From an optimization exercise on the open Yosys and OpenROAD flow, aimed at a short achievable clock period and few clock cycles; shortcuts taken in it are not production practice.
Only simulation tests tie the RTL to the original design; equivalence was not proved.
Power and IR drop assume default switching activity.

==> design.v <==
`timescale 1ns / 1ps
module adder(
input [7:0]PC,
input [7:0]B,
output [7:0]BrA);
assign BrA = PC + B;
endmodule
`timescale 1ns / 1ps
module alu(
           input [7:0] A,
           input [7:0] B,   
           input [3:0] FS, 
           input [2:0] sh,  
           output [7:0] F,  
           output C,  
           output N , 
           output V , 
           output Z,  
           output reg [7:0]Y         
    );
reg [7:0] outputreg ; 
reg [8:0] carryreg;
reg zeroflag;
reg overflowflag;
reg carryflag;
reg negativeflag;
parameter nop = 4'b0000;  
parameter add = 4'b0001;  
parameter sub = 4'b0010;  
parameter xor2 = 4'b0011;  
parameter or2 = 4'b0100;  
parameter logicshift_right = 4'b0101;  
parameter logicshift_left = 4'b0110;  
parameter compliment =	4'b0111;  
parameter bypass =	4'b1000;  
parameter and2 = 4'b1001;  
parameter greater_comparison = 4'b1010;  
parameter equality_comparison = 4'b1011;  
parameter not2 = 4'b1100;  
always @ (*)
begin
carryreg = 9'h0;
overflowflag = 1'b0;
case(FS)
    add:
    begin
    outputreg = A + B;  
    carryreg = A + B;
    end
    sub:
    begin
    outputreg = A + ~B + 1;  
    carryreg = A + ~B + 1;
    end
    and2:
    outputreg = A & B;  
    or2:
    outputreg = A | B;  
    xor2:
    outputreg = A ^ B;  
    bypass:
    outputreg = A;  
    not2:
    outputreg = ~A;  
    greater_comparison:
    outputreg = A>B ? 1'b0 : 1'b1 ;  
    equality_comparison:
    outputreg = A==B ? 8'h0 : 8'h1;  
    logicshift_right:
    begin
    outputreg = A >> sh;  
    carryreg = outputreg;
    end
    logicshift_left:
    begin
    outputreg = A << sh;  
    carryreg = outputreg;
    end
    compliment:
    outputreg = ~A;
    default:
    outputreg = 9'h0;
endcase
zeroflag = (outputreg == 0 )? 1'b1: 1'b0; 
negativeflag = outputreg[7]; 
carryflag = carryreg[8]; 
if (FS == 1 | FS == 2)  
   begin
   overflowflag = (negativeflag ^ carryflag) ? 1'b1 : 1'b0;
   end
Y[7:1]= 7'b0000000;
Y[0]=overflowflag;
end
assign F = outputreg[7:0];
assign N = negativeflag;
assign C = carryflag;
assign V = overflowflag;
assign Z = zeroflag;
endmodule
`timescale 1ns / 1ps
module branchpred(
input [1:0] BS,
output B_D);
assign B_D = ~(BS[0] | BS [1]);
endmodule
`timescale 1ns / 1ps
module constant_unit(
input [5:0] IM, 
input CS,
output [7:0] CU_out);
reg [7:0] constantunit;
always@(*)
begin
if (CS==0) 
begin
constantunit[5:0]=IM; 
constantunit[7:6]=2'b00; 
end
else
begin 
constantunit[5:0]=IM; 
constantunit[7]=IM[5]; 
constantunit[6]=IM[5];
end
end
assign CU_out=constantunit; 
endmodule
`timescale 1ns / 1ps
module datahazard(
input [2:0] AA,
input [2:0] BA,
input [2:0] DA,
input RW,
input MA,
input MB,
output DHS
    );
reg or_1,comp_1,comp_2,HA,HB;
always@(*)
begin    
or_1 = DA[0]|DA[1]|DA[2];
if (AA ^ DA)
    comp_1 = 1'b0;
else
    comp_1 = 1'b1;
if (BA ^ DA)
    comp_2 = 1'b0;
else
    comp_2 = 1'b1; 
HA = RW & or_1 & ~MA & comp_1;
HB = RW & or_1 & ~MB & comp_2;    
end  
assign DHS = ~(HA | HB);
endmodule
`timescale 1ns / 1ps
module initlogic(
input [1:0] BS,
input PS,
input z,
output [1:0] BS_out
);
assign BS_out = {BS[1],(BS[0]&(BS[1]|(PS ^ z)))};
endmodule
`timescale 1ns / 1ps
module instruction_decoder(
    input [16:0] instruction,
    output  RW,
    output  [2:0] DA, 
    output [1:0] MD , 
    output [1:0] BS,  
    output PS, 
    output MW, 
    output [3:0] FS, 
    output MA, 
    output MB, 
    output [2:0]AA,  
    output [2:0]BA,  
    output CS,  
    output [2:0] SH,  
    output output_write_enable,
	output input_enable
    );
parameter NOP = 5'b00000;  
parameter SUB = 5'b00001;  
parameter JML = 5'b00010;  
parameter JMP = 5'b00011;  
parameter AIU = 5'b00100;  
parameter ST  = 5'b00101;  
parameter AND = 5'b00110;  
parameter JMR = 5'b00111;  
parameter LSL = 5'b01000;  
parameter ADI = 5'b01001;  
parameter XOR = 5'b01010;  
parameter BZ  = 5'b01011;  
parameter MOV = 5'b01100;  
parameter LD  = 5'b01101;  
parameter SLT = 5'b01110;  
parameter ADD = 5'b01111;  
parameter OUT = 5'b10000;  
parameter NOT = 5'b10001;  
parameter IN  = 5'b10010;  
parameter BNZ = 5'b10011;  
parameter ORI = 5'b10100;  
parameter LSR = 5'b10101;  
reg RW_WIRE;
reg [2:0] DA_WIRE;   
reg [1:0] MD_WIRE ; 
reg [1:0] BS_WIRE;   
reg PS_WIRE ;  
reg MW_WIRE ;  
reg [3:0] FS_WIRE;  
reg MA_WIRE ;  
reg MB_WIRE ;  
reg [2:0]AA_WIRE ;  
reg [2:0]BA_WIRE ;  
reg CS_WIRE ;  
reg [2:0] SH_WIRE;
reg [4:0] opcode;
reg output_write_enable_wire;
reg input_enable_wire;
always@(*) begin
opcode = instruction[16:12]; 
case(opcode)
    NOP:begin     
    RW_WIRE = 1'b0; 
	 DA_WIRE = 3'b000; 
	 MD_WIRE = 2'b00;
	 BS_WIRE = 2'b00;
	 PS_WIRE = 1'b0;
	 MW_WIRE = 1'b0;
	 FS_WIRE = 4'b0000; 
	 MA_WIRE = 1'b0; 
	 MB_WIRE = 1'b0; 
	 AA_WIRE = 3'b000; 
	 BA_WIRE = 3'b000; 
	 CS_WIRE = 1'b0;
	 SH_WIRE=3'h0; 
	 output_write_enable_wire = 1'b0;
	 input_enable_wire = 1'b0;
    end 
    SUB:begin  
    RW_WIRE = 1'b1; 
	 DA_WIRE = instruction[11:9]; 
	 MD_WIRE = 2'b00;
	 BS_WIRE = 2'b00;
	 PS_WIRE = 1'b0;
	 MW_WIRE = 1'b0;
	 FS_WIRE = 4'b0010; 
	 MA_WIRE = 1'b0; 
	 MB_WIRE = 1'b0; 
	 AA_WIRE = instruction[8:6]; 
	 BA_WIRE = instruction[5:3]; 
	 CS_WIRE = 1'b0;
	 SH_WIRE = 3'h0; 
	 output_write_enable_wire = 1'b0; 
	 input_enable_wire = 1'b0;
    end 
    JML:begin    
    RW_WIRE = 1'b1; 
	 DA_WIRE = instruction[11:9]; 
	 MD_WIRE = 2'b00;
	 BS_WIRE = 2'b11;
	 PS_WIRE = 1'b0;
	 MW_WIRE = 1'b0 ;
	 FS_WIRE = 4'b1000; 
	 MA_WIRE = 1'b1; 
	 MB_WIRE = 1'b1; 
	 AA_WIRE = 3'b000; 
	 BA_WIRE = 3'b000; 
	 CS_WIRE = 1'b1;
	 SH_WIRE = 3'h0;
	 SH_WIRE=3'h0; 
	 output_write_enable_wire = 1'b0; 
	 input_enable_wire = 1'b0;
    end 
    JMP:begin  
    RW_WIRE = 1'b0; 
	 DA_WIRE = 3'b000; 
	 MD_WIRE = 2'b00;
	 BS_WIRE = 2'b11;
	 PS_WIRE = 1'b0;
	 MW_WIRE = 1'b0;
	 FS_WIRE = 4'b0000; 
	 MA_WIRE = 1'b0; 
	 MB_WIRE = 1'b1; 
	 AA_WIRE = 3'b000; 
	 BA_WIRE = 3'b000; 
	 CS_WIRE = 1'b1;
	 SH_WIRE = 3'h0;  
	 output_write_enable_wire = 1'b0;
	 input_enable_wire = 1'b0;	 
    end 
    AIU:begin  
    RW_WIRE = 1'b1; 
	 DA_WIRE = instruction[11:9]; 
	 MD_WIRE = 2'b00;
	 BS_WIRE = 2'b00;
	 PS_WIRE = 1'b0;
	 MW_WIRE = 1'b0;
	 FS_WIRE = 4'b0001; 
	 MA_WIRE = 1'b0; 
	 MB_WIRE = 1'b1; 
	 AA_WIRE = instruction[8:6]; 
	 BA_WIRE = 3'b000; 
	 CS_WIRE = 1'b1;
	 SH_WIRE = 3'h0; 
	 output_write_enable_wire = 1'b0; 
	 input_enable_wire = 1'b0;
    end
    ST:begin   
    RW_WIRE = 1'b0; 
	 DA_WIRE = instruction[11:9]; 
	 MD_WIRE = 2'b00;
	 BS_WIRE = 2'b00;
	 PS_WIRE = 1'b0;
	 MW_WIRE = 1'b1;
	 FS_WIRE = 4'b0000; 
	 MA_WIRE = 1'b0; 
	 MB_WIRE = 1'b0; 
	 AA_WIRE = instruction[8:6]; 
	 BA_WIRE = instruction[5:3]; 
	 CS_WIRE = 1'b0; 
	 SH_WIRE = 3'h0;
	 output_write_enable_wire = 1'b0; 
	 input_enable_wire = 1'b0;
    end 
    AND:begin   
    RW_WIRE = 1'b1; 
	 DA_WIRE = instruction[11:9]; 
	 MD_WIRE = 2'b00;
	 BS_WIRE = 2'b00;
	 PS_WIRE = 1'b0;
	 MW_WIRE = 1'b0;
	 FS_WIRE = 4'b1001; 
	 MA_WIRE = 1'b0; 
	 MB_WIRE = 1'b0; 
	 AA_WIRE = instruction[8:6]; 
	 BA_WIRE = instruction[5:3]; 
	 CS_WIRE = 1'b0; 
	 SH_WIRE = 3'h0; 
	 output_write_enable_wire = 1'b0;
	 input_enable_wire = 1'b0;
    end
    JMR:begin   
    RW_WIRE = 1'b0; 
	 DA_WIRE = 3'b000; 
	 MD_WIRE = 2'b00;
	 BS_WIRE = 2'b10;
	 PS_WIRE = 1'b0;
	 MW_WIRE = 1'b0;
	 FS_WIRE = 4'b0000; 
	 MA_WIRE = 1'b0; 
	 MB_WIRE = 1'b0; 
	 AA_WIRE = instruction[8:6]; 
	 BA_WIRE = 3'b000; 
	 CS_WIRE = 1'b0; 
	 SH_WIRE = 3'h0;
	 output_write_enable_wire = 1'b0; 
	 input_enable_wire = 1'b0;
    end 
    LSL:begin   
	 BS_WIRE = 2'b00;
	 PS_WIRE = 1'b0;
	 MW_WIRE = 1'b0;
	 AA_WIRE = instruction[8:6];
	 MA_WIRE = 1'b0;
	 FS_WIRE = 4'b0110;
	 SH_WIRE = instruction[2:0]; 
	 MD_WIRE = 2'b00;
	 RW_WIRE = 1'b1;
	 DA_WIRE = instruction[11:9];
	 MB_WIRE = 1'b0; 
	 BA_WIRE = 3'b000;           
	 CS_WIRE = 1'b0;
	 output_write_enable_wire = 1'b0;
	 input_enable_wire = 1'b0;
	 end 
    ADI:begin   
    RW_WIRE = 1'b1; 
	 DA_WIRE = instruction[11:9]; 
	 MD_WIRE = 2'b00;
	 BS_WIRE = 2'b00;
	 PS_WIRE = 1'b0;
	 MW_WIRE = 1'b0;
	 FS_WIRE = 4'b0001; 
	 MA_WIRE = 1'b0; 
	 MB_WIRE = 1'b1; 
	 AA_WIRE = instruction[8:6]; 
	 BA_WIRE = 3'b000; 
	 CS_WIRE = 1'b1;
	 SH_WIRE=3'h0;
	 output_write_enable_wire = 1'b0;  
    input_enable_wire = 1'b0;
	 end 
	 XOR:begin  
    RW_WIRE = 1'b1; 
	 DA_WIRE = instruction[11:9]; 
	 MD_WIRE = 2'b00;
	 BS_WIRE = 2'b00;
	 PS_WIRE = 1'b0;
	 MW_WIRE = 1'b0;
	 FS_WIRE = 4'b0011; 
	 MA_WIRE = 1'b0; 
	 MB_WIRE = 1'b0; 
	 AA_WIRE = instruction[8:6]; 
	 BA_WIRE = instruction[5:3]; 
	 CS_WIRE = 1'b0;
	 SH_WIRE=3'h0; 
	 output_write_enable_wire = 1'b0; 
	 input_enable_wire = 1'b0;
    end
	 BZ:begin   
    RW_WIRE = 1'b0; 
	 DA_WIRE = 3'b000; 
	 MD_WIRE = 2'b00;
	 BS_WIRE = 2'b01;
	 PS_WIRE = 1'b0;
	 MW_WIRE = 1'b0;
	 FS_WIRE = 4'b1000; 
	 MA_WIRE = 1'b0; 
	 MB_WIRE = 1'b1; 
	 AA_WIRE = instruction[8:6]; 
	 BA_WIRE = 3'b000; 
	 CS_WIRE = 1'b1;
	 SH_WIRE =3'h0;
	 output_write_enable_wire = 1'b0;  
	 input_enable_wire = 1'b0;
    end 
	 MOV:begin  
    RW_WIRE = 1'b1; 
	 DA_WIRE = instruction[11:9]; 
	 MD_WIRE = 2'b00;
	 BS_WIRE = 2'b00;
	 PS_WIRE = 1'b0;
	 MW_WIRE = 1'b0;
	 FS_WIRE = 4'b1000; 
	 MA_WIRE = 1'b0; 
	 MB_WIRE = 1'b0; 
	 AA_WIRE = instruction[8:6]; 
	 BA_WIRE = 3'b000; 
	 CS_WIRE = 1'b0;
	 SH_WIRE = 3'h0; 
	 output_write_enable_wire = 1'b0; 
    input_enable_wire = 1'b0;
	 end 
    LD:begin   
    RW_WIRE = 1'b1; 
	 DA_WIRE = instruction[11:9]; 
	 MD_WIRE = 2'b01;
	 BS_WIRE = 2'b00;
	 PS_WIRE = 1'b0;
	 MW_WIRE = 1'b0;
	 FS_WIRE = 4'b0000; 
	 MA_WIRE = 1'b0; 
	 MB_WIRE = 1'b0; 
	 AA_WIRE = instruction[8:6]; 
	 BA_WIRE = 3'b000; 
	 CS_WIRE = 1'b0;
	 SH_WIRE = 3'h0; 
	 output_write_enable_wire = 1'b0;
	 input_enable_wire = 1'b0;	 
    end
    SLT:begin  
    RW_WIRE = 1'b1; 
	 DA_WIRE = instruction[11:9]; 
	 MD_WIRE = 2'b00;
	 BS_WIRE = 2'b00;
	 PS_WIRE = 1'b0;
	 MW_WIRE = 1'b0;
	 FS_WIRE = 4'b1010; 
	 MA_WIRE = 1'b0; 
	 MB_WIRE = 1'b0; 
	 AA_WIRE = instruction[8:6]; 
	 BA_WIRE = instruction[5:3]; 
	 CS_WIRE = 1'b0;
	 SH_WIRE = 3'h0;  
	 output_write_enable_wire = 1'b0;
	 input_enable_wire = 1'b0;
    end 
	 ADD:begin  
    RW_WIRE = 1'b1; 
	 DA_WIRE = instruction[11:9]; 
	 MD_WIRE = 2'b00;
	 BS_WIRE = 2'b00;
	 PS_WIRE = 1'b0;
	 MW_WIRE = 1'b0;
	 FS_WIRE = 4'b0001; 
	 MA_WIRE = 1'b0; 
	 MB_WIRE = 1'b0; 
	 AA_WIRE = instruction[8:6]; 
	 BA_WIRE = instruction[5:3]; 
	 CS_WIRE = 1'b0;
	 SH_WIRE = 3'h0; 
	 output_write_enable_wire = 1'b0; 
	 input_enable_wire = 1'b0;
    end
	 OUT:begin   
    RW_WIRE = 1'b0; 
	 DA_WIRE = instruction[11:9]; 
	 MD_WIRE = 2'b00;
	 BS_WIRE = 2'b00;
	 PS_WIRE = 1'b0;
	 MW_WIRE = 1'b0;
	 FS_WIRE = 4'b0000; 
	 MA_WIRE = 1'b0; 
	 MB_WIRE = 1'b0; 
	 AA_WIRE = instruction[8:6]; 
	 BA_WIRE = instruction[5:3]; 
	 CS_WIRE = 1'b0;
	 SH_WIRE=3'h0; 
	 output_write_enable_wire = 1'b1; 
	 input_enable_wire = 1'b0;
    end 
    NOT:begin  
    RW_WIRE = 1'b1; 
	 DA_WIRE = instruction[11:9]; 
	 MD_WIRE = 2'b00;
	 BS_WIRE = 2'b00;
	 PS_WIRE = 1'b0;
	 MW_WIRE = 1'b0;
	 FS_WIRE = 4'b1100; 
	 MA_WIRE = 1'b0; 
	 MB_WIRE = 1'b0; 
	 AA_WIRE = instruction[8:6]; 
	 BA_WIRE = 3'b000; 
	 CS_WIRE = 1'b0;
	 SH_WIRE=3'h0; 
	 output_write_enable_wire = 1'b0; 
	 input_enable_wire = 1'b0;
    end 
    IN:begin  
    RW_WIRE = 1'b1; 
	 DA_WIRE = instruction[11:9]; 
	 MD_WIRE = 2'b10;
	 BS_WIRE = 2'b00;
	 PS_WIRE = 1'b0;
	 MW_WIRE = 1'b0;
	 FS_WIRE = 4'b0000; 
	 MA_WIRE = 1'b0; 
	 MB_WIRE = 1'b0; 
	 AA_WIRE = 3'b000;           
	 BA_WIRE = 3'b000; 
	 CS_WIRE = 1'b0;
	 SH_WIRE=3'h0; 
	 output_write_enable_wire = 1'b0; 
	 input_enable_wire = 1'b1;
    end 
	 BNZ:begin  
    RW_WIRE = 1'b0; 
	 DA_WIRE = 3'b000; 
	 MD_WIRE = 2'b00;
	 BS_WIRE = 2'b01;
	 PS_WIRE = 1'b1;
	 MW_WIRE = 1'b0;
	 FS_WIRE = 4'b1000; 
	 MA_WIRE = 1'b0; 
	 MB_WIRE = 1'b1; 
	 AA_WIRE = instruction[8:6]; 
	 BA_WIRE = 3'b000; 
	 CS_WIRE = 1'b1;
	 SH_WIRE= 3'h0; 
	 output_write_enable_wire = 1'b0; 
	 input_enable_wire = 1'b0;
    end 
	 ORI:begin   
    RW_WIRE = 1'b1; 
	 DA_WIRE = instruction[11:9]; 
	 MD_WIRE = 2'b00;
	 BS_WIRE = 2'b00;
	 PS_WIRE = 1'b0;
	 MW_WIRE = 1'b0;
	 FS_WIRE = 4'b0100; 
	 MA_WIRE = 1'b0; 
	 MB_WIRE = 1'b1; 
	 AA_WIRE = instruction[8:6]; 
	 BA_WIRE = 3'b000; 
	 CS_WIRE = 1'b0;
	 SH_WIRE=3'h0; 
	 output_write_enable_wire = 1'b0;  
	 input_enable_wire = 1'b0;
    end 
    LSR:begin   
	 BS_WIRE = 2'b00;
	 PS_WIRE = 1'b0;
	 MW_WIRE = 1'b0;
	 AA_WIRE = instruction[8:6];
	 MA_WIRE = 1'b0;
	 FS_WIRE = 4'b0101;
	 SH_WIRE = instruction[2:0]; 
	 MD_WIRE = 2'b00;
	 RW_WIRE = 1'b1;
	 DA_WIRE = instruction[11:9];
	 MB_WIRE = 1'b0; 
	 BA_WIRE = 3'b000; 
	 CS_WIRE = 1'b0;
	 output_write_enable_wire = 1'b0;
	 input_enable_wire = 1'b0;
    end 
	 default: begin
    RW_WIRE = 1'b0; 
	 DA_WIRE = 3'b000; 
	 MD_WIRE = 2'b00;
	 BS_WIRE = 2'b00;
	 PS_WIRE = 1'b0;
	 MW_WIRE = 1'b0;
	 FS_WIRE = 4'b0000; 
	 MA_WIRE = 1'b0; 
	 MB_WIRE = 1'b0; 
	 AA_WIRE = 3'b000; 
	 BA_WIRE = 3'b000; 
	 CS_WIRE = 1'b0;
	 SH_WIRE=3'h0;
	 output_write_enable_wire = 1'b0;
	 input_enable_wire = 1'b0;
	 end
    endcase
end
assign RW = RW_WIRE;
assign DA = DA_WIRE;
assign MD = MD_WIRE;
assign BS = BS_WIRE;
assign PS = PS_WIRE;
assign MW = MW_WIRE;
assign FS = FS_WIRE;
assign MA = MA_WIRE;
assign MB = MB_WIRE;
assign AA = AA_WIRE;
assign BA = BA_WIRE;
assign CS = CS_WIRE;
assign SH = SH_WIRE;
assign output_write_enable = output_write_enable_wire;
assign input_enable = input_enable_wire;
endmodule
`timescale 1ns / 1ps
module mux_a(PC,a_data,A,MA);
input [7:0]PC;
input [7:0]a_data;
input MA;
output reg [7:0]A;
always @ (*)
begin
	if(MA)
		A = PC;
	else
		A = a_data;
end
endmodule
`timescale 1ns / 1ps
module mux_b(
input MB,  
input [7:0]constantunit_out,   
input [7:0]register_b,  
output [7:0]mux_b_out   
);
reg [7:0]mux_b;   
always@(*)
begin
if (MB)
    mux_b = constantunit_out;
else
    mux_b = register_b;
end
assign mux_b_out = mux_b ;
endmodule
`timescale 1ns / 1ps
module mux_c(
input [1:0] BS_out,  
input [7:0] PC_value,   
input [7:0] RAA,  
input [7:0] BrA,
output [7:0] PC_out
);
parameter PC = 2'b00;
parameter jump = 2'b10;
reg [7:0]mux_c;   
always@(*)
begin
case (BS_out)  
    PC:
    mux_c = PC_value;
    jump:
    mux_c = RAA;
    default:
    mux_c = BrA;
endcase
end
assign PC_out = mux_c ;
endmodule
`timescale 1ns / 1ps
module mux_d(Y,F,data_out,MD,mux_d_out
    );
input [7:0]Y;
input [7:0]F;
input [7:0]data_out;
input [1:0]MD;
output reg [7:0]mux_d_out;
always@(*)
begin
	if(MD==2'b00)
		mux_d_out=F;
	else if(MD==2'b01)
		mux_d_out=data_out;
	else if(MD==2'b10)
		mux_d_out=Y;
	else
		mux_d_out=F;
end
endmodule
`timescale 1ns / 1ps
module muxe (
input [7:0] Bus_D,
input [7:0] data_in,
input ie,
output reg [7:0]mux_e_out
);
always@(*)
begin
	if(ie)
		mux_e_out=data_in;
	else
		mux_e_out=Bus_D;
end
endmodule
module register(
	input clk,
	input [2:0] addr_a,
	input [2:0] addr_b,
	input [2:0] addr_d,
	input [7:0] data_in,
	input wr_en,
	output [7:0] data_a,
	output [7:0] data_b
	);
 reg [7:0] memblk [0:7];
 assign data_a = (addr_a == 3'b000) ? 8'b00000000 : memblk[addr_a];
 assign data_b = (addr_b == 3'b000) ? 8'b00000000 : memblk[addr_b];
always @ (negedge clk)
 begin
 if (wr_en && addr_d != 3'b000)
 memblk[addr_d] <= data_in;
 end
endmodule
`timescale 1ns / 1ps
module microP(
    input clk,
    input reset,
    output [7:0] imem_addr,
    input [16:0] imem_data,
    output [7:0] dmem_addr,
    output [7:0] dmem_wdata,
    output dmem_we,
    input [7:0] dmem_rdata,
    input [7:0] data_in,
    output out_we,
    output [7:0] data_out_col,
    output [7:0] data_out_addr
    );
reg [7:0] PC;
wire [7:0] PC_1 = PC + 8'd1;
assign imem_addr = PC;
reg [16:0] IR;
reg [7:0] PC_1_d;
wire RW_d, PS_d, MW_d, MA_d, MB_d, CS_d, OW_d, IE_d;
wire [2:0] DA_d, AA_d, BA_d, SH_d;
wire [1:0] MD_d, BS_d;
wire [3:0] FS_d;
instruction_decoder DEC(
    .instruction(IR),
    .RW(RW_d), .DA(DA_d), .MD(MD_d), .BS(BS_d), .PS(PS_d), .MW(MW_d),
    .FS(FS_d), .MA(MA_d), .MB(MB_d), .AA(AA_d), .BA(BA_d), .CS(CS_d),
    .SH(SH_d), .output_write_enable(OW_d), .input_enable(IE_d)
    );
wire [7:0] a_data, b_data, reg_d;
wire RW_w;
wire [2:0] DA_w;
register REGFILE(
    .clk(clk), .addr_a(AA_d), .addr_b(BA_d), .addr_d(DA_w),
    .data_in(reg_d), .wr_en(RW_w), .data_a(a_data), .data_b(b_data)
    );
wire [7:0] const_out, bus_a_d, bus_b_d;
constant_unit CONST(.IM(IR[5:0]), .CS(CS_d), .CU_out(const_out));
mux_a MUXA(.PC(PC_1_d), .a_data(a_data), .A(bus_a_d), .MA(MA_d));
mux_b MUXB(.MB(MB_d), .constantunit_out(const_out), .register_b(b_data), .mux_b_out(bus_b_d));
reg RW_e, PS_e, MW_e, OW_e, IE_e;
reg [2:0] DA_e, SH_e;
reg [1:0] MD_e, BS_e;
reg [3:0] FS_e;
reg [7:0] BUS_A, BUS_B, PC_2;
wire DHS;
datahazard HAZ(.AA(AA_d), .BA(BA_d), .DA(DA_e), .RW(RW_e), .MA(MA_d), .MB(MB_d), .DHS(DHS));
wire [7:0] F, Y;
wire C, N, V, Z;
alu ALU(.A(BUS_A), .B(BUS_B), .FS(FS_e), .sh(SH_e), .F(F), .C(C), .N(N), .V(V), .Z(Z), .Y(Y));
wire [7:0] BrA;
adder BRADD(.PC(PC_2), .B(BUS_B), .BrA(BrA));
wire [1:0] BS_out;
initlogic BRLOGIC(.BS(BS_e), .PS(PS_e), .z(Z), .BS_out(BS_out));
wire B_D;   
branchpred BRDET(.BS(BS_out), .B_D(B_D));
wire [7:0] next_pc;
mux_c MUXC(.BS_out(BS_out), .PC_value(PC_1), .RAA(BUS_A), .BrA(BrA), .PC_out(next_pc));
assign dmem_addr = BUS_A;
assign dmem_wdata = BUS_B;
assign dmem_we = MW_e;
assign out_we = OW_e;
assign data_out_col = BUS_A;
assign data_out_addr = BUS_B;
reg RW_w_r, IE_w;
reg [2:0] DA_w_r;
reg [1:0] MD_w;
reg [7:0] F_w, D_w, Y_w;
assign RW_w = RW_w_r;
assign DA_w = DA_w_r;
wire [7:0] bus_d;
mux_d MUXD(.Y(Y_w), .F(F_w), .data_out(D_w), .MD(MD_w), .mux_d_out(bus_d));
muxe MUXE(.Bus_D(bus_d), .data_in(data_in), .ie(IE_w), .mux_e_out(reg_d));
always @(posedge clk) begin
    if (!reset) begin
        PC <= 8'd0;
        IR <= 17'd0;
        PC_1_d <= 8'd0;
        RW_e <= 1'b0; MW_e <= 1'b0; OW_e <= 1'b0; IE_e <= 1'b0;
        BS_e <= 2'b00; PS_e <= 1'b0;
        RW_w_r <= 1'b0; IE_w <= 1'b0;
    end else begin
        RW_w_r <= RW_e;
        DA_w_r <= DA_e;
        MD_w <= MD_e;
        IE_w <= IE_e;
        F_w <= F;
        D_w <= dmem_rdata;
        Y_w <= Y;
        if (!B_D) begin
            PC <= next_pc;
            IR <= 17'd0;
            RW_e <= 1'b0; MW_e <= 1'b0; OW_e <= 1'b0; IE_e <= 1'b0;
            BS_e <= 2'b00; PS_e <= 1'b0;
        end else if (!DHS) begin
            RW_e <= 1'b0; MW_e <= 1'b0; OW_e <= 1'b0; IE_e <= 1'b0;
            BS_e <= 2'b00; PS_e <= 1'b0;
        end else begin
            PC <= next_pc;
            IR <= imem_data;
            PC_1_d <= PC_1;
            RW_e <= RW_d; MW_e <= MW_d; OW_e <= OW_d; IE_e <= IE_d;
            BS_e <= BS_d; PS_e <= PS_d;
        end
        if (B_D && DHS) begin
            DA_e <= DA_d;
            MD_e <= MD_d;
            FS_e <= FS_d;
            SH_e <= SH_d;
            BUS_A <= bus_a_d;
            BUS_B <= bus_b_d;
            PC_2 <= PC_1_d;
        end
    end
end
endmodule
==> run.sh <==
#!/bin/bash
# synth_recipe.tcl (not shown) runs the flow's synth.tcl, then flattens the netlist and writes it again
# the make line also repeats each setting of config.mk as NAME=value (left out here)
make -C /OpenROAD-flow-scripts/flow DESIGN_CONFIG=/design/flow/config.mk WORK_HOME=/design/flow/orfs CLKGATE_MAP_FILE= SYNTH_SCRIPT=/design/flow/synth_recipe.tcl finish
==> config.mk <==
export PLATFORM = sky130hd
export DESIGN_NAME = microP
export DESIGN_NICKNAME = microP
export VERILOG_FILES = /design/flow/design.v
export SDC_FILE = /design/flow/constraint.sdc
export NUM_CORES = 4
export LEC_CHECK = 0
export CAP_MARGIN = 20
export CORE_MARGIN = 2
export CORE_UTILIZATION = 40
export PLACE_DENSITY = 0.6
export SLEW_MARGIN = 20
==> constraint.sdc <==
create_clock -name core_clock -period 5.0 [get_ports {clk}]
set_input_delay 1.0000 -clock core_clock [delete_from_list [all_inputs] [get_ports {clk}]]
set_output_delay 1.0000 -clock core_clock [all_outputs]
set_load 0.01 [all_outputs]
==> flow_summary.toml <==
[logic_synthesis]
synth_area_leader_cell = "edfxtp_1"
synthArstFlopShare = 0
netlist_top_cells_area = "edfxtp_1 (35%), dfxtp_1 (8.6%), mux2i_1 (6.1%), mux4_2 (5.1%), ha_1 (4.2%)"
synth-warning-count = 11
synth_nets = 1010
synth.distinct_cells = 81
ys_seq_area_frac = 0.4370
yosys_most_used_dff = "edfxtp_1"
ys_ff_latch = 156
synth_top_area_frac = 0.3509
syn_area_per_cell_um2 = 10.39
synth_area_um2 = 9757
synth-edff-count = 114
syn_inst = 939

[placement]
placed_cells = 1294
hpwl_um = 21420
port_buffers = 76
gp_congestion = 0.9018

[finish]
syn2layout_area_growth_pct = 19.11
most-common-layout-cells = "edfxtp_1 (114), inv_1 (99), clkdlybuf4s50_1 (76), nor2_1 (66)"
insertedDiodeCount = 0
drive_gt1_frac = 0.1135
num-fill-cells = 2258
nets = 1115
mostFrequentLayoutCell = "edfxtp_1"
utilization = 0.4821
fin_cells = 1381

[timing]
worst_pin_slew_ns = 0.9355
fin_crit_sh = 0.9227
finalClockSkew_ns = 0.04592
slew_headroom = 0.3740
rsz0062_at_grt = "false"
tns_ns = 0
fmax_mhz = 216.8
hold_viol_final = 0
layout_min_cycle_time_ns = 4.614
setup_viol = 0
drv_slew = 0

[pwr]
power_mw = 4.221
powerDensity_nw_per_um2 = 363.2
ir_worst_vdd_mv = 0.2348
p_leak_nw = 4.446

[clocking]
ctsLongestPathBuffers = 2
cts_hold_buf = 0
cts_setup_buffers = 0
cts_sinks = 156
clk_pin_slew_worst_paths_ns = 0.08
worstSkewPairLatency_ns = 0.48
cts_tree = "yes"
cts-resized-gates = 0
cts_max_level = 4
cts_buffers = 17
root_buffer = "clkbuf_16"

[worst_setup_path]
worst-path-max-fanout = 31
crit_type = "flop to flop"
critical_path.top_delay_family = "simple AND/OR/NAND/NOR gates"
r2r_setup_slack_ns = 0.39
cp.arrival_ns = 4.80
end_kind = "flop"
path_cells = "inv_1 > ha_1 > nor4_1 > a21oi_1 > a311oi_1 > o22ai_1 > or4_1 > or4_4 > or4_4 > and4_1 > nand2_1 > inv_1 > buf_12"
reg2reg_depth = 13
critPathMaxStageDelay_ns = 0.56
crit_required_ns = 5.19
start_kind = "flop"
r2r-start = "BUS_B[1]"
slowest_stage = "or4_4"
cp_num_buf_inv = 3
regToRegEndpoint = "BUS_A[0]"

[drt]
finalWirelength_um = 29560
drc = 0
wl_per_cell_um = 21.40
drt_iter0_drc = 810
num_vias = 7936
dr.pass1.iters = 6
viasPerCell = 5.747
drtAntennaViolNets = 0

[worst_hold_path]
whs_endpoint = "MD_w[0]"
hold_class = "flop to flop"
hp-start = "MD_e[0]"
min_path_cells = 0

[flow_run]
cap_violations = 0

[status]
status = "complete, no violations"

[grt]
grt_pass1_vias = 7733
grt_max_degree = 34
overflow = 0
grt_usage = 0.2329
grt_pass1_wl_um = 45390
antenna_found_initial = 0

[die]
die_area_um2 = 25660
io_pins = 77
die_height_um = 160.2
core_area_um2 = 24110
initial_core_util = 0.4048
die_width_um = 160.2
rows = 57
==> worst reg2reg max path: stages (launching register included) <==
cell      delay (ns)
edfxtp_1        0.50
inv_1           0.26
ha_1            0.33
nor4_1          0.40
a21oi_1         0.12
a311oi_1        0.28
o22ai_1         0.18
or4_1           0.52
or4_4           0.49
or4_4           0.56
and4_1          0.23
nand2_1         0.09
inv_1           0.16
buf_12          0.23
==> Yosys cell counts, types with 10 or more instances <==
| master | number |
|---|---|
| nor2b_1 | 22 |
| dfxtp_1 | 42 |
| and3_1 | 11 |
| inv_1 | 44 |
| mux4_2 | 22 |
| a21oi_1 | 53 |
| nand2_1 | 59 |
| buf_4 | 18 |
| nor2_1 | 66 |
| nand2b_1 | 16 |
| xor2_1 | 10 |
| clkbuf_1 | 46 |
| buf_2 | 14 |
| xnor2_1 | 15 |
| nor3_1 | 28 |
| nand3_1 | 14 |
| and2_1 | 12 |
| ha_1 | 33 |
| a22oi_1 | 16 |
| a31oi_1 | 13 |
| a211oi_1 | 20 |
| edfxtp_1 | 114 |
| mux2i_1 | 59 |
| o21ai_0 | 39 |
==> cells by family after synthesis <==
| kind of cell | after synthesis | synth area share |
|---|---|---|
| flops | 156 | 0.4370 |
| mux | 90 | 0.1217 |
| fa+ha+maj | 36 | 0.04847 |
| xor+xnor | 25 | 0.02244 |
| buf+inv | 133 | 0.06181 |
| simple gates | 275 | 0.1525 |
| compound gates | 224 | 0.1561 |
==> area by class of cell <==
class                           count  area (um2)  share of cell area
Multi-Input combinational cell    650        4890              0.4208
Sequential cell                   156        4264              0.3669
Timing Repair Buffer              117        1081             0.09302
Clock buffer                       17       425.4             0.03661
Tap cell                          324       405.4             0.03488
Clock inverter                     71       382.9             0.03295
Inverter                           46       172.7             0.01486
==> report_power, final <==
part           internal, mW  switching (mW)  leakage (nW)  total (mW)
Combinational         0.464           0.631          2.42        1.10
Clock                 0.736           0.750         0.589        1.49
Sequential             1.52           0.115          1.44        1.64
Total                  2.73            1.50          4.45        4.22
==> metrics by stage <==
stage               hold WS [ns]  worst slack, ns  instance area, um2
floorplan                 0.4003           0.2194                9757
global placement          0.4098           0.2561               10820
detailed placement        0.4045           0.1892               10820
CTS                       0.4232           0.4265               11620
global route              0.4454          0.09458               11620
finish                    0.4218           0.3864               11620
==> per-layer routing <==
layer / track usage / share of wire / up-vias / wire (um)
met5: 0 / 0 / - / 0
met4: 0.08026 / 0.025 / 0 / 741
met3: 0.04442 / 0.066 / 48 / 1964
met2: 0.3788 / 0.47 / 314 / 13970
met1: 0.3127 / 0.44 / 3863 / 12880
li1: - / - / 3711 / -
==> state kept, by name (all words and copies together), names as in the netlist <==
name and count:
REGFILE.memblk 56, IR 17, BUS_A 8, BUS_B 8
D_w 8, F_w 8, PC 8, PC_1_d 8
PC_2 8, FS_e 4, DA_e 3, DA_w_r 3
SH_e 3, BS_e 2, MD_e 2, MD_w 2
IE_e 1, IE_w 1, MW_e 1, OW_e 1
PS_e 1, RW_e 1, RW_w_r 1, Y_w 1
==> worst max-delay path by stage <==
stage	from	end	slack [ns]	cells past startpoint
after floorplan	BUS_A[3]	BUS_A[0]	0.22	14
after global placement	data_in[4]	REGFILE.memblk[6][4]	0.26	3
after detailed placement	data_in[4]	REGFILE.memblk[2][4]	0.19	3
after CTS	BUS_B[1]	BUS_B[2]	0.43	13
after global routing	BUS_B[1]	BUS_B[2]	0.09	13
final	BUS_B[1]	BUS_A[0]	0.39	13
Testbench counts, summed over its fixed seeds: cycles 71,692.
